Context: an optimization exercise on an open-source flow, tuned for small area and a short achievable clock period. The choices shown serve that exercise and are no tape-out recipe.
No run shown here included a check of the RTL's function; only the layout flow was run.
No run shown here takes its clock network from TritonCTS; it comes from the design's own scripts or RTL.
No driver is modelled on the clock port, so clock power and skew are understated where the tree is cut down; a real chip needs a root buffer or a tree.
Power is estimated from default activity; no workload was simulated.

**design/flow/constraint.sdc**
```tcl
create_clock -name core_clock -period 13.0 [get_ports {clk}]
set_input_delay 2.6000 -clock core_clock [delete_from_list [all_inputs] [get_ports {clk}]]
set_output_delay 2.6000 -clock core_clock [all_outputs]
set_load 0.01 [all_outputs]
```
**design/flow/flow/mantree.tcl**
```tcl
# Build a two-level clock tree: one root buffer driving K leaf buffers,
# each leaf driving the flip-flops of one k-means cluster.
proc mantree_build {K leafcell rootcell} {
  set db [ord::get_db]
  set block [ord::get_db_block]
  set clknet [$block findNet clk]
  set sinks {}
  set xs {}; set ys {}
  foreach it [$clknet getITerms] {
    set inst [$it getInst]
    set bb [$inst getBBox]
    lappend sinks $it
    lappend xs [expr {([$bb xMin] + [$bb xMax]) / 2.0}]
    lappend ys [expr {([$bb yMin] + [$bb yMax]) / 2.0}]
  }
  set n [llength $sinks]
  # k-means, seeded by sorting along x then y in strips
  set idx [lsort -integer -command [list apply {{xs a b} {expr {[lindex $xs $a] < [lindex $xs $b] ? -1 : 1}}} $xs] [lrange [list_range $n] 0 end]]
  set cx {}; set cy {}
  for {set k 0} {$k < $K} {incr k} {
    set i [lindex $idx [expr {int(($k + 0.5) * $n / $K)}]]
    lappend cx [lindex $xs $i]; lappend cy [lindex $ys $i]
  }
  set cap [expr {int(ceil(1.0 * $n / $K)) + 2}]
  for {set iter 0} {$iter < 30} {incr iter} {
    # balanced assignment: greedy by distance with capacity
    set pairs {}
    for {set i 0} {$i < $n} {incr i} {
      for {set k 0} {$k < $K} {incr k} {
        set d [expr {abs([lindex $xs $i] - [lindex $cx $k]) + abs([lindex $ys $i] - [lindex $cy $k])}]
        lappend pairs [list $d $i $k]
      }
    }
    set pairs [lsort -real -index 0 $pairs]
    set asg [lrepeat $n -1]
    set cnt [lrepeat $K 0]
    foreach p $pairs {
      lassign $p d i k
      if {[lindex $asg $i] >= 0} continue
      if {[lindex $cnt $k] >= $cap} continue
      lset asg $i $k
      lset cnt $k [expr {[lindex $cnt $k] + 1}]
    }
    set sx [lrepeat $K 0.0]; set sy [lrepeat $K 0.0]
    for {set i 0} {$i < $n} {incr i} {
      set k [lindex $asg $i]
      lset sx $k [expr {[lindex $sx $k] + [lindex $xs $i]}]
      lset sy $k [expr {[lindex $sy $k] + [lindex $ys $i]}]
    }
    for {set k 0} {$k < $K} {incr k} {
      if {[lindex $cnt $k] > 0} {
        lset cx $k [expr {[lindex $sx $k] / [lindex $cnt $k]}]
        lset cy $k [expr {[lindex $sy $k] / [lindex $cnt $k]}]
      }
    }
  }
  set leafm [$db findMaster $leafcell]
  set rootm [$db findMaster $rootcell]
  # root at the centroid of the leaves
  set rx 0.0; set ry 0.0
  for {set k 0} {$k < $K} {incr k} { set rx [expr {$rx + [lindex $cx $k]}]; set ry [expr {$ry + [lindex $cy $k]}] }
  set rx [expr {int($rx / $K)}]; set ry [expr {int($ry / $K)}]
  set root [odb::dbInst_create $block $rootm "clkroot"]
  $root setLocation $rx $ry
  $root setPlacementStatus PLACED
  set rnet [odb::dbNet_create $block "clknet_root"]
  $rnet setSigType CLOCK
  set leafnets {}
  for {set k 0} {$k < $K} {incr k} {
    set b [odb::dbInst_create $block $leafm "clkleaf_$k"]
    $b setLocation [expr {int([lindex $cx $k])}] [expr {int([lindex $cy $k])}]
    $b setPlacementStatus PLACED
    set ln [odb::dbNet_create $block "clknet_leaf_$k"]
    $ln setSigType CLOCK
    [$b findITerm A] connect $rnet
    [mantree_out $b] connect $ln
    lappend leafnets $ln
  }
  for {set i 0} {$i < $n} {incr i} {
    set it [lindex $sinks $i]
    $it disconnect
    $it connect [lindex $leafnets [lindex $asg $i]]
  }
  [$root findITerm A] connect $clknet
  [mantree_out $root] connect $rnet
  puts "mantree: $n sinks, $K leaves, counts $cnt"
}
proc list_range {n} { set l {}; for {set i 0} {$i < $n} {incr i} { lappend l $i }; return $l }
proc mantree_out {inst} {
  set it [$inst findITerm X]
  if {$it eq "NULL" || $it eq ""} { set it [$inst findITerm Y] }
  return $it
}
```
**design/flow/standard.sh**
```bash
#!/bin/bash
# synth_recipe.tcl (not shown) runs the flow's synth.tcl, then flattens the netlist and writes it again
# the make line also repeats each setting of config.mk as NAME=value (left out here)
make -C /OpenROAD-flow-scripts/flow DESIGN_CONFIG=/design/flow/config.mk WORK_HOME=/design/flow/orfs CLKGATE_MAP_FILE= SYNTH_SCRIPT=/design/flow/synth_recipe.tcl "${@:-finish}"
```
**design/flow/design.v**
```verilog
module cmpshift(clk,a,b,ge_m,lt_x,ex,mx,my,sg,sx);
input clk;
input [31:0] a,b;
input ge_m,lt_x;
output reg [7:0] ex;
output reg [22:0] mx;
output reg [23:0] my;
output reg sg,sx;
wire [7:0] e1 = a[30:23];
wire [7:0] e2 = b[30:23];
wire [7:0] emax = lt_x ? e2 : e1;
wire [7:0] emin = lt_x ? e1 : e2;
wire [7:0] diff = emax - emin;
wire [2:0] d12 = e1[2:0] - e2[2:0];
wire [2:0] dl = lt_x ? 3'd0 - d12 : d12;
wire [23:0] ms = ge_m ? {1'b1,b[22:0]} : {1'b1,a[22:0]};
wire big = (|diff[7:5]) | (diff[4] & diff[3]);
wire [23:0] s1 = dl[0] ? {1'd0, ms[23:1]} : ms;
wire [23:0] s2 = dl[1] ? {2'd0, s1[23:2]} : s1;
wire [23:0] s4 = dl[2] ? {4'd0, s2[23:4]} : s2;
wire k0 = ~big & ~diff[4] & ~diff[3];
wire k8 = ~big & diff[3];
wire k16 = ~big & diff[4];
wire [23:0] sh = ({24{k0}} & s4) | ({24{k8}} & {8'd0, s4[23:8]}) | ({24{k16}} & {16'd0, s4[23:16]});
always @(posedge clk) begin
  ex <= emax + 8'h81;
  mx <= lt_x ? b[22:0] : a[22:0];
  my <= sh;
  sg <= lt_x ? b[31] : a[31];
  sx <= a[31] ^ b[31];
end
endmodule
module faddsub(clk,ex,mx,my,sg,sx,t,ex_o,sg_o);
input clk;
input [7:0] ex;
input [22:0] mx;
input [23:0] my;
input sg,sx;
output reg [23:0] t;
output reg [7:0] ex_o;
output reg sg_o;
wire [24:0] sum = {2'b01,mx} + {1'b0,my};
wire neg = sum[24] & sx;
reg [24:0] low;
integer i;
always @* begin
  low[0] = 1'b0;
  for (i = 1; i < 25; i = i + 1)
    low[i] = low[i-1] | sum[i-1];
end
wire [24:0] m = sum ^ ({25{neg}} & low);
always @(posedge clk) begin
  t <= m[24:1];
  ex_o <= ex;
  sg_o <= sg ^ neg;
end
endmodule
module buffer2(clk,t,lz,ex,sg,q);
input clk;
input [23:0] t;
input [2:0] lz;
input [7:0] ex;
input sg;
output reg [31:0] q;
wire [22:0] t4 = lz[2] ? {t[18:0],4'd0} : t[22:0];
wire [22:0] t6 = lz[1] ? {t4[20:0],2'd0} : t4;
wire [22:0] t7 = lz[0] ? {t6[21:0],1'd0} : t6;
always @(posedge clk)
  q <= {sg, ex - {5'd0,lz}, t7};
endmodule
module normalized(clk,t,ex,sg,t_o,lz_o,ex_o,sg_o);
input clk;
input [23:0] t;
input [7:0] ex;
input sg;
output reg [23:0] t_o;
output reg [2:0] lz_o;
output reg [7:0] ex_o;
output reg sg_o;
wire k16 = ~|t[23:8];
wire k0 = |t[23:16];
wire k8 = ~k0 & ~k16;
wire [23:0] t2 = ({24{k0}} & t) | ({24{k8}} & {t[15:0],8'd0}) | ({24{k16}} & {t[7:0],16'd0});
wire [2:0] lz_a, lz_b, lz_c;
lz8 u_a(.h(t[23:16]), .lz(lz_a));
lz8 u_b(.h(t[15:8]), .lz(lz_b));
lz8 u_c(.h(t[7:0]), .lz(lz_c));
wire [2:0] lz = ({3{k0}} & lz_a) | ({3{k8}} & lz_b) | ({3{k16}} & lz_c);
always @(posedge clk) begin
  t_o <= t2;
  lz_o <= lz;
  ex_o <= {ex[7:3] - {3'd0,k16,k8}, ex[2:0]};
  sg_o <= sg;
end
endmodule
module lz8(h,lz);
input [7:0] h;
output [2:0] lz;
assign lz[2] = ~|h[7:4];
assign lz[1] = lz[2] ? ~|h[3:2] : ~|h[7:6];
assign lz[0] = lz[2] ? (lz[1] ? ~h[1] : ~h[3]) : (lz[1] ? ~h[5] : ~h[7]);
endmodule
module fpadd(a,b,clk,out);
input [31:0] a,b;
input clk;
output [31:0] out;
reg [31:0] ra, rb;
reg ge_m, lt_x;
always @(posedge clk) begin
  ra <= a;
  rb <= b;
  ge_m <= a[30:23] >= b[30:23];
  lt_x <= a[30:23] < b[30:23];
end
wire [7:0] ex2;
wire [22:0] mx2;
wire [23:0] my2;
wire sg2, sx2;
cmpshift u_cmp(.clk(clk), .a(ra), .b(rb), .ge_m(ge_m), .lt_x(lt_x), .ex(ex2), .mx(mx2), .my(my2), .sg(sg2), .sx(sx2));
wire [23:0] t3;
wire [7:0] ex3;
wire sg3;
faddsub u_add(.clk(clk), .ex(ex2), .mx(mx2), .my(my2), .sg(sg2), .sx(sx2), .t(t3), .ex_o(ex3), .sg_o(sg3));
wire [23:0] t4;
wire [2:0] lz4;
wire [7:0] ex4;
wire sg4;
normalized u_norm(.clk(clk), .t(t3), .ex(ex3), .sg(sg3), .t_o(t4), .lz_o(lz4), .ex_o(ex4), .sg_o(sg4));
buffer2 u_out(.clk(clk), .t(t4), .lz(lz4), .ex(ex4), .sg(sg4), .q(out));
endmodule
```
**design/flow/flow/run.sh**
```bash
#!/bin/bash
# Standard ORFS layout with three changes: plain buffers (not delay cells)
# on the ports (flow/place_hook.tcl); a two-level inverter clock tree in
# place of TritonCTS (flow/cts_hook.tcl); and timing repair asked to leave
# more setup slack than the clock needs, so that it buffers and sizes the
# slowest paths.
set -euo pipefail
here=$(pwd)
export PRE_GLOBAL_PLACE_TCL=$here/flow/place_hook.tcl
export SETUP_SLACK_MARGIN=9.6
export PRE_CTS_TCL=$here/flow/cts_hook.tcl
export MANTREE_LEAVES=10
bash standard.sh > standard.log 2>&1
```
**design/flow/flow/place_hook.tcl**
```tcl
# Sourced by ORFS's global_place.tcl before it buffers the ports: inputs
# get the smallest buffer, outputs a buffer that drives the port load well.
rename buffer_ports _orfs_buffer_ports
proc buffer_ports {args} {
  _orfs_buffer_ports -inputs -buffer_cell sky130_fd_sc_hd__buf_1
  _orfs_buffer_ports -outputs -buffer_cell sky130_fd_sc_hd__buf_2
}
```
**design/flow/config.mk**
```make
export PLATFORM = sky130hd
export DESIGN_NAME = fpadd
export DESIGN_NICKNAME = fpadd
export VERILOG_FILES = /design/flow/design.v
export SDC_FILE = /design/flow/constraint.sdc
export NUM_CORES = 4
export LEC_CHECK = 0
export ABC_AREA = 1
export CAP_MARGIN = 20
export CORE_MARGIN = 2
export CORE_UTILIZATION = 60
export PLACE_DENSITY = 0.7
export SLEW_MARGIN = 20
```
**design/flow/flow/cts_hook.tcl**
```tcl
# Sourced by ORFS's cts.tcl before it builds the clock tree: replaces
# TritonCTS with a two-level inverter tree (mantree.tcl), which has less
# insertion delay on a design this small.
source [file join [file dirname [info script]] mantree.tcl]
rename clock_tree_synthesis _tritoncts
proc clock_tree_synthesis {args} {
  mantree_build $::env(MANTREE_LEAVES) sky130_fd_sc_hd__clkinv_8 sky130_fd_sc_hd__clkinv_16
  global_connect
  set_propagated_clock [all_clocks]
}
```
==> out/results.tsv, run 1 <==
metric	value	unit
hold_viol_final	0	
num_vias	7706	
drt_iter0_drc	462	
io_buffer_count	96	
crit_arrival	740	ps
wl_met1	8263	um
synth_top_area_share	45.01	%
ys_top_cells_by_area	dfxtp_1 (45%), nand2_1 (11%), o21ai_0 (6.2%), ha_1 (5.5%), inv_1 (5.1%)	
synth_edf_count	0	
drive_gt1_share	8.828	%
tns	0	ps
cap_violations	0	
post-dp-hpwl	14780	um
period_share	25.67	%
slowest_delay	330	ps
synth_area	9920	um^2
worstSetupPathType	reg -> out	
synth-seq-cells	223	
routabilityCongestion	0.9783	
track_usage	21.34	%
reg2reg_depth	14	
cts_hold_repair.buffers	0	
die_h	132.6	um
synthCells	1231	
wl_met2	9025	um
ir_drop	0.1328	mV
critPathBufInv	1	
cp-start-kind	flop	
power.density	170.2	nW/um^2
fin_nets	1429	
grt_max_degree	44	
drc	0	
synth_common_cells	nand2_1 (297), dfxtp_1 (223), inv_1 (134)	
min_path_cells	0	
wl_met3	730	um
boundaryPins	97	
relSlewSlack	46.98	%
synthArstFlopShare	0	%
core.rowCount	47	
via_per_inst	5.023	
top_layer_used	met4	
clock_latency	290	ps
fin_crit	3338	ps
tightestPinTransition	787.1	ps
coreArea	16350	um^2
avgRoutedWirePerCell	12.22	um
synth.most_common_cell	nand2_1	
required	10400	ps
syn_avg_cell_area	8.058	um^2
synth_nets	1344	
overflow	0	
ff2ff_setup_slack	9880	ps
crit_path_end_kind	primary output	
drv_slew	0	
yosysSeqAreaShare	45.01	%
yosys_warnings	5	
max_clock_freq	299.6	MHz
grt_pass1_wl	32050	um
start_util	60.68	%
hp-start	u_norm.sg_o	
routed_wl	18740	um
slowest_stage	dfxtp_1	
n_antenna_cell	0	
antenna_found_initial	0	
path_cells	buf_2	
p_leak	5.064	nW
hold_class	reg -> reg	
finClkSkew	22.28	ps
synth_flop_cell	dfxtp_1	
cp_max_fo	1	
synth.distinct_cells	52	
grt_pass1_vias	7077	
holdPathEnd	u_out.q[31]	
die-width	132.6	um
synth_largest_area_cell	dfxtp_1	
areaGrowthSynthToFinish	9.448	%
setup_viol	0	
timing.rr.start	lt_x	
ant_nets	0	
dieArea	17580	um^2
firstDrtPassIters	5	
fin_util	66.41	%
critPathTopFamily	flip-flops	
clk_pin_slew	90	ps
r2r_end	u_cmp.my[1]	
outcome	timing/DRC/antenna clean	
rsz0062_at_grt	no	
==> through the flow <==
stage | total power [mW] | hold slack (ps) | instance area [um^2] | setup slack, ps | cells
finish | 1.848 | 327.3 | 10860 | 9662 | 1534
floorplan | 1.410 | 309.6 | 9945 | 9624 | 1231
CTS | 1.848 | 329.6 | 10750 | 9625 | 1527
detailed placement | 1.583 | 313.5 | 10510 | 8752 | 1514
global placement | 1.573 | 311.1 | 10510 | 8911 | 1514
global route | 1.990 | 337.0 | 10860 | 9601 | 1534
==> repair_timing <==
action / 4_1_cts / 5_1_grt
pin swaps: 0 / 2
buffers inserted: 2 / 7
resized for setup: 3 / 19
endpoints found under the setup margin: 24 / 49
==> final cells by class <==
cell class                 instances  area, um^2
fill                            1472        5492
multi-input combinational        825        4825
sequential                       223        4471
inverter                         156       752.0
timing repair buffer             110       534.3
tap                              220       275.3
==> sequential cells by signal, summed over array words and instances, names as in the netlist, 23 cells and up <==
name and flops:
ra 32, rb 32, u_add.t 24, u_cmp.mx 23
u_cmp.my 24, u_norm.t_o 23, u_out.q 32
==> cells by family (layout without fill, tap and decap cells) <==
kind of cell             Yosys count  in the layout  synth area share, %
multiplexers                      34             34                3.431
AND/OR/NAND/NOR                  479            479                20.95
flip-flops                       223            223                45.01
adder cells (fa/ha/maj)           48             48                6.357
AO/OA/AOI/OAI                    207            207                11.93
XOR/XNOR                          57             57                5.298
buffers and inverters            183            266                7.026
==> layout by cell type, fill, tap and decap left out, types with 4 or more instances in the layout <==
master / Yosys / final
dfxtp_1: 223 / 220
nor2_2: 3 / 4
nand3_1: 73 / 73
o22ai_1: 8 / 8
inv_2: 4 / 6
nand4_1: 4 / 4
a21oi_1: 32 / 31
o21ai_0: 123 / 120
xor2_1: 31 / 31
nor2_1: 64 / 62
a31oi_1: 4 / 4
buf_1: 1 / 63
clkinv_8: 0 / 10
nand2_1: 297 / 293
a21boi_1: 4 / 4
fa_1: 4 / 4
o211ai_1: 10 / 10
inv_1: 134 / 130
buf_2: 2 / 32
nor2_4: 5 / 6
a221o_1: 6 / 6
xnor2_1: 24 / 24
o21ai_1: 2 / 5
clkinv_1: 7 / 4
nand2_2: 7 / 10
nor3_1: 10 / 10
buf_4: 0 / 12
mux2i_1: 34 / 34
ha_1: 44 / 41
==> how the worst max path moves through the flow <==
stage,endpoint,from,cells after the start
after floorplan,ge_m,b[24],7
after global placement,u_cmp.my[1],lt_x,14
after detailed placement,u_cmp.my[1],lt_x,14
after CTS,u_cmp.my[13],ra[23],14
after global routing,u_cmp.my[1],lt_x,14
final,out[31],u_out.q[31],1
==> power by group <==
group          switching, mW  internal (mW)  leakage (nW)
Combinational          0.407          0.253          3.11
Clock                  0.226         0.0363        0.0803
Sequential            0.0806          0.846          1.87
Total                  0.713           1.14          5.06
==> per-layer routing <==
metal,global-route usage [%],up-vias
met5,0,-
met4,7.228,0
met3,1.762,44
met2,39.18,182
met1,26.33,3319
li1,-,4161
==> run 2: changes to the inputs <==
--- a/design/flow/flow/run.sh
+++ b/design/flow/flow/run.sh
@@ -8,5 +8,4 @@
 here=$(pwd)
 export PRE_GLOBAL_PLACE_TCL=$here/flow/place_hook.tcl
-export SETUP_SLACK_MARGIN=9.6
 export PRE_CTS_TCL=$here/flow/cts_hook.tcl
 export MANTREE_LEAVES=10
==> run 2 against run 1 <==
Against the previous run:
- fmax down 13%
- largest cell class unchanged
- setup slack worse by 510 ps
- still clean on timing, DRC and antenna
- wire length is 0.77% higher
- die area unchanged
- register-to-register slack lost 730 ps
- largest power group unchanged
- critical path type is now reg -> reg
- via count is 0.52% lower
- clock power about the same
- global-route usage is essentially flat
- final area is 1.7% lower
- power shrank 0.86%
- synthesized cell count is the same
- final cell count shrank 0.59%
==> out/results.tsv, run 2 <==
metric	value	unit
hold_class	reg -> reg	
synthArstFlopShare	0	%
finClkSkew	19.66	ps
synth_nets	1344	
track_usage	21.35	%
firstDrtPassIters	5	
post-dp-hpwl	15280	um
outcome	timing/DRC/antenna clean	
synth-seq-cells	223	
tns	0	ps
drive_gt1_share	6.667	%
drv_slew	0	
hold_ws	334.3	ps
reg2reg_depth	14	
clock_latency	280	ps
tightestPinTransition	955.1	ps
ir_drop	0.1330	mV
max_clock_freq	260.0	MHz
crit_path_end_kind	flop	
fin_nets	1420	
r2r_end	u_cmp.my[1]	
timing.final.ws_setup	9154	ps
seq_power_share	50.9	%
cp_max_fo	69	
ff2ff_setup_slack	9150	ps
grt_max_degree	70	
boundaryPins	97	
avgRoutedWirePerCell	12.39	um
die-width	132.6	um
drt_iter0_drc	463	
synth_flop_cell	dfxtp_1	
synth_common_cells	nand2_1 (297), dfxtp_1 (223), inv_1 (134)	
yosys_warnings	5	
ant_nets	0	
synth.distinct_cells	52	
cp-start-kind	flop	
yosysSeqAreaShare	45.01	%
n_antenna_cell	0	
fin_crit	3846	ps
crit_arrival	3990	ps
required	13140	ps
overflow	0	
cap_violations	0	
critPathLaunch	lt_x	
synth.most_common_cell	nand2_1	
synth_top_area_share	45.01	%
timing.rr.start	lt_x	
syn_avg_cell_area	8.058	um^2
drc	0	
power.density	171.6	nW/um^2
num_vias	7666	
rsz0062_at_grt	no	
p_leak	5.005	nW
core.rowCount	47	
final_cells	1525	
io_buffer_count	96	
reg.largest.list	ra: 32 flops, rb: 32 flops, u_out.q: 32 flops	
die_h	132.6	um
via_per_inst	5.027	
areaGrowthSynthToFinish	7.631	%
clock_power_share	14.2	%
coreArea	16350	um^2
routabilityCongestion	0.9514	
synthCells	1231	
p_sw_share	38.60	%
grt_pass1_wl	31880	um
combinationalPowerShare	34.9	%
start_util	60.68	%
cts_hold_repair.buffers	0	
period_share	29.59	%
power.internal	1.125	mW
final_common_cell	nand2_1	
relSlewSlack	36.09	%
grt_pass1_vias	7057	
synth_edf_count	0	
numPlacedInstances	1514	
setup.worst_path.end	u_cmp.my[1]	
post_cts_buffers	0	
power.total	1.832	mW
dieArea	17580	um^2
worstSetupPathType	reg -> reg	
setup_viol	0	
cts-resized-gates	0	
ys_top_cells_by_area	dfxtp_1 (45%), nand2_1 (11%), o21ai_0 (6.2%), ha_1 (5.5%), inv_1 (5.1%)	
p_switching	0.7073	mW
synth_area	9920	um^2
place_area	10480	um^2
final_cell_mix	nand2_1 (297), dfxtp_1 (222), inv_1 (134)	
synth_largest_area_cell	dfxtp_1	
routed_wl	18890	um
antenna_found_initial	0	
fin_util	65.31	%
clk_pin_slew	100	ps
hold_viol_final	0	
final_area	10680	um^2
dp_worst_setup_slack	8790	ps
-- run 2: cell counts after synthesis --
No cell type changed its count.
-- run 2: cells by family after synthesis --
logic type	Yosys count	synth area share (%)
mux	34	3.431
compound gates	207	11.93
simple gates	479	20.95
flops	223	45.01
xor+xnor	57	5.298
fa+ha+maj	48	6.357
buf+inv	183	7.026
-- run 2: final cells by class --
cell class              count  area (um^2)
well taps                 220        275.3
fillers                  1554         5672
flip-flops and latches    223         4468
multi-input cells         825         4758
repair buffers            101        437.9
inverters                 156        737.0
-- run 2: power by group through the flow --
stage               clock network (mW)  logic, mW  registers (mW)
floorplan                            0      0.468           0.941
global placement                     0      0.628           0.946
detailed placement                   0      0.639           0.948
CTS                              0.273      0.641           0.932
global route                     0.295      0.727           0.947
finish                           0.261      0.639           0.932
-- run 2: how the worst min path moves through the flow --
stage / startpoint / end / slack (ps) / depth (start not counted)
2_1_floorplan: u_cmp.ex[0] / u_add.ex_o[0] / 310 / 0
3_3_place_gp: u_norm.sg_o / u_out.q[31] / 310 / 0
3_5_place_dp: u_add.ex_o[0] / u_norm.ex_o[0] / 310 / 0
4_1_cts: u_cmp.ex[6] / u_add.ex_o[6] / 340 / 0
5_1_grt: u_add.ex_o[0] / u_norm.ex_o[0] / 340 / 0
6_report: u_add.ex_o[0] / u_norm.ex_o[0] / 330 / 0
-- run 2: per-layer routing --
layer,track usage (%),vias up,wire length [um]
met5,0,-,0
met4,6.930,0,686
met3,1.111,39,600
met2,39.61,165,9334
met1,26.55,3330,8267
li1,-,4132,-
-- run 2: worst max-delay path, cell delays in order, from the launching register on --
cell,delay (ps)
dfxtp_4,730
inv_1,330
or2_2,350
o21ai_0,180
inv_1,90
ha_1,330
or4_1,530
o211ai_1,100
a21oi_1,50
o21ai_0,110
a221oi_2,80
nand2_1,400
inv_2,190
o21ai_0,130
o211ai_1,110
==> run 3: changes to the inputs <==
--- a/design/flow/design.v
+++ b/design/flow/design.v
@@ -31,5 +31,5 @@
 end
 endmodule
-module faddsub(clk,ex,mx,my,sg,sx,t,ex_o,sg_o);
+module faddsub(clk,ex,mx,my,sg,sx,sum,ex_o,sg_o,sx_o);
 input clk;
 input [7:0] ex;
@@ -37,21 +37,12 @@
 input [23:0] my;
 input sg,sx;
-output reg [23:0] t;
+output reg [24:0] sum;
 output reg [7:0] ex_o;
-output reg sg_o;
-wire [24:0] sum = {2'b01,mx} + {1'b0,my};
-wire neg = sum[24] & sx;
-reg [24:0] low;
-integer i;
-always @* begin
-  low[0] = 1'b0;
-  for (i = 1; i < 25; i = i + 1)
-    low[i] = low[i-1] | sum[i-1];
-end
-wire [24:0] m = sum ^ ({25{neg}} & low);
+output reg sg_o,sx_o;
 always @(posedge clk) begin
-  t <= m[24:1];
+  sum <= {2'b01,mx} + {1'b0,my};
   ex_o <= ex;
-  sg_o <= sg ^ neg;
+  sg_o <= sg;
+  sx_o <= sx;
 end
 endmodule
@@ -69,7 +60,8 @@
   q <= {sg, ex - {5'd0,lz}, t7};
 endmodule
-module normalized(clk,t,ex,sg,t_o,lz_o,ex_o,sg_o);
+module normalized(clk,sum,sx,ex,sg,t_o,lz_o,ex_o,sg_o);
 input clk;
-input [23:0] t;
+input [24:0] sum;
+input sx;
 input [7:0] ex;
 input sg;
@@ -78,4 +70,14 @@
 output reg [7:0] ex_o;
 output reg sg_o;
+wire neg = sum[24] & sx;
+reg [24:0] low;
+integer i;
+always @* begin
+  low[0] = 1'b0;
+  for (i = 1; i < 25; i = i + 1)
+    low[i] = low[i-1] | sum[i-1];
+end
+wire [24:0] m = sum ^ ({25{neg}} & low);
+wire [23:0] t = m[24:1];
 wire k16 = ~|t[23:8];
 wire k0 = |t[23:16];
@@ -91,5 +93,5 @@
   lz_o <= lz;
   ex_o <= {ex[7:3] - {3'd0,k16,k8}, ex[2:0]};
-  sg_o <= sg;
+  sg_o <= sg ^ neg;
 end
 endmodule
@@ -118,13 +120,13 @@
 wire sg2, sx2;
 cmpshift u_cmp(.clk(clk), .a(ra), .b(rb), .ge_m(ge_m), .lt_x(lt_x), .ex(ex2), .mx(mx2), .my(my2), .sg(sg2), .sx(sx2));
-wire [23:0] t3;
+wire [24:0] sum3;
 wire [7:0] ex3;
-wire sg3;
-faddsub u_add(.clk(clk), .ex(ex2), .mx(mx2), .my(my2), .sg(sg2), .sx(sx2), .t(t3), .ex_o(ex3), .sg_o(sg3));
+wire sg3, sx3;
+faddsub u_add(.clk(clk), .ex(ex2), .mx(mx2), .my(my2), .sg(sg2), .sx(sx2), .sum(sum3), .ex_o(ex3), .sg_o(sg3), .sx_o(sx3));
 wire [23:0] t4;
 wire [2:0] lz4;
 wire [7:0] ex4;
 wire sg4;
-normalized u_norm(.clk(clk), .t(t3), .ex(ex3), .sg(sg3), .t_o(t4), .lz_o(lz4), .ex_o(ex4), .sg_o(sg4));
+normalized u_norm(.clk(clk), .sum(sum3), .sx(sx3), .ex(ex3), .sg(sg3), .t_o(t4), .lz_o(lz4), .ex_o(ex4), .sg_o(sg4));
 buffer2 u_out(.clk(clk), .t(t4), .lz(lz4), .ex(ex4), .sg(sg4), .q(out));
 endmodule
--- a/design/flow/flow/run.sh
+++ b/design/flow/flow/run.sh
@@ -8,4 +8,5 @@
 here=$(pwd)
 export PRE_GLOBAL_PLACE_TCL=$here/flow/place_hook.tcl
+export SETUP_SLACK_MARGIN=9.6
 export PRE_CTS_TCL=$here/flow/cts_hook.tcl
 export MANTREE_LEAVES=10
==> run 3 against run 2 <==
Against the previous run:
- flip-flop and latch count rose by 2
- die area is 0.20% lower
- register-to-register slack better by 620 ps
- largest power group unchanged
- clock skew increased by 5.1 ps
- via count increased by 4.1%
- sequential power is essentially flat
- power increased by 3.5%
- worst hold slack worse by 10 ps
- clock power hardly changed
==> out/results.tsv, run 3 <==
metric	value	unit
p_leak	5.206	nW
outcome	timing/DRC/antenna clean	
combinationalPowerShare	36.9	%
fin_nets	1434	
numPlacedInstances	1496	
crit_arrival	750	ps
critPathBufInv	1	
synth_nets	1333	
final_cell_mix	nand2_1 (283), dfxtp_1 (222), o21ai_0 (130)	
tns	0	ps
drv_slew	0	
finClkSkew	24.76	ps
grt_max_degree	44	
synth_common_cells	nand2_1 (289), dfxtp_1 (225), o21ai_0 (134)	
relSlewSlack	44.60	%
cts_hold_repair.buffers	0	
synth_edf_count	0	
synth.distinct_cells	48	
grt_pass1_wl	33930	um
drc	0	
synthArstFlopShare	0	%
io_buffer_count	96	
via_per_inst	5.197	
firstDrtPassIters	6	
routed_wl	21180	um
setup_viol	0	
routabilityCongestion	0.9333	
hold_viol_final	0	
hold_ws	324.0	ps
grt_pass1_vias	7266	
p_switching	0.7466	mW
antenna_found_initial	0	
post-dp-hpwl	16280	um
coreArea	16000	um^2
final_common_cell	nand2_1	
rsz0062_at_grt	yes	
crit_path_end_kind	primary output	
clock_power_share	13.9	%
avgRoutedWirePerCell	13.80	um
min_path_cells	0	
slowest_stage	dfxtp_1	
clk_pin_slew	100	ps
synth_top_area_share	45.50	%
cp-start-kind	flop	
synth_flop_cell	dfxtp_1	
synth.most_common_cell	nand2_1	
seq_power_share	49.2	%
critPathTopFamily	flip-flops	
ys_top_cells_by_area	dfxtp_1 (46%), nand2_1 (11%), o21ai_0 (6.8%), ha_1 (5.6%), inv_1 (5.0%)	
final_cells	1535	
tightestPinTransition	829.9	ps
synthCells	1220	
start_util	61.87	%
period_share	25.74	%
drt_iter0_drc	477	
die_h	132.5	um
synth-seq-cells	225	
cp_max_fo	1	
slowest_delay	340	ps
cap_violations	0	
drive_gt1_share	11.22	%
required	10400	ps
power.internal	1.151	mW
max_clock_freq	298.9	MHz
syn_avg_cell_area	8.114	um^2
fin_crit	3346	ps
overflow	0	
reg.largest.list	ra: 32 flops, rb: 32 flops, u_out.q: 32 flops	
boundaryPins	97	
p_sw_share	39.35	%
power.density	171.2	nW/um^2
yosys_warnings	5	
synth_largest_area_cell	dfxtp_1	
reg2reg_depth	20	
core.rowCount	46	
ir_drop	0.1251	mV
path_cells	buf_2	
ff2ff_setup_slack	9770	ps
areaGrowthSynthToFinish	11.94	%
path_depth	1	
synth_area	9899	um^2
n_antenna_cell	0	
track_usage	22.98	%
yosysSeqAreaShare	45.50	%
dieArea	17540	um^2
die-width	132.5	um
n_fill_cell	1335	
hold_class	reg -> reg	
ant_nets	0	
worstSetupPathType	reg -> out	
num_vias	7977	
clock_latency	280	ps
run 3: cell count changes after synthesis, moves of 6 or more:
cell and delta:
nor3_1 -7, nand2_1 -8, o21ai_0 +11, nor2_1 -14, xnor2_1 -10, a221o_1 -6
xor2_1 +17, o211ai_1 -7
run 3: metrics by stage:
stage	util [%]	instance area [um^2]	total power, mW	setup WS (ps)
detailed placement	65.38	10460	1.590	8612
CTS	67.63	10820	1.868	9613
global placement	65.38	10460	1.581	8722
floorplan	-	9925	1.398	9624
global route	69.26	11080	2.031	9522
finish	69.26	11080	1.897	9654
run 3: cell families after synthesis:
logic type / Yosys count / synth area share, %
AOI/OAI and AO/OA: 208 / 11.49
and+or+nand+nor: 463 / 20.65
xor gates and xnor gates: 62 / 5.485
adders and majority gates: 48 / 6.370
muxes: 35 / 3.539
DFF: 225 / 45.50
buffers and inverters: 179 / 6.964
run 3: worst paths after layout:
check | from | to
setup / recovery | u_out.q[4] | out[4]
hold / removal | u_add.ex_o[2] | u_norm.ex_o[2]
hold reg to reg | u_add.ex_o[2] | u_norm.ex_o[2]
setup reg to reg | u_add.sum[1] | u_norm.ex_o[4]
run 3: routing by layer:
metal	GRT usage (%)	up-vias	part of all wire (%)
met5	0	-	0
met3	2.337	43	5.0
met4	5.317	0	2.3
met2	40.18	229	48
met1	30.81	3551	45
li1	-	4154	-
run 3: final cells by class:
type	count	area (um^2)	share of cell area (%)
Sequential cell	225	4511	40.70
Timing Repair Buffer	125	641.9	5.792
Tap cell	216	270.3	2.439
Inverter	151	742.0	6.695
Timing Repair inverter	2	12.51	0.1129
Multi-Input combinational cell	816	4905	44.26
run 3: power by group through the flow:
stage / sequential, mW / clock, mW / combinational (mW)
finish: 0.934 / 0.263 / 0.700
global route: 0.950 / 0.296 / 0.785
CTS: 0.932 / 0.274 / 0.663
detailed placement: 0.951 / 0 / 0.640
global placement: 0.948 / 0 / 0.633
floorplan: 0.949 / 0 / 0.449
run 3: timing repair:
action                     in CTS  in global routing
buffers inserted               11                 15
gates resized for setup        16                 33
setup endpoints to repair      28                 30
gates cloned                    0                  2
pin swaps                       7                 20

-- static timing again, ports no longer ideal --
How much do the figures lean on ideal ports? The routed layouts below were timed once more, with nothing changed but the port constraints. Step 1 (the two cells are an assumption about what drives the block):
set clk [get_ports {clk}]
set_driving_cell -lib_cell sky130_fd_sc_hd__clkbuf_16 $clk
set_driving_cell -lib_cell sky130_fd_sc_hd__buf_2 [delete_from_list [all_inputs] $clk]
Step 2 also shifts input and output timing later by t, the mid clock arrival at the registers, as if the neighbouring blocks saw the same clock. Slacks: no drivers / after step 1 / after step 2; pairs: no drivers / after step 1.
run	t (ns)	setup WS [ns]	latest minus earliest clock arrival (ns)
run 1	0.354	9.662 / 9.583 / 9.403	0.032 / 0.032
run 2	0.345	9.154 / 9.154 / 9.154	0.021 / 0.022
run 3	0.344	9.654 / 9.580 / 9.382	0.036 / 0.035
After both steps every run listed still meets setup and hold. For run 3, which loses most, drivers alone change the setup slack by -0.074 ns; drivers and shift together by -0.272 ns.
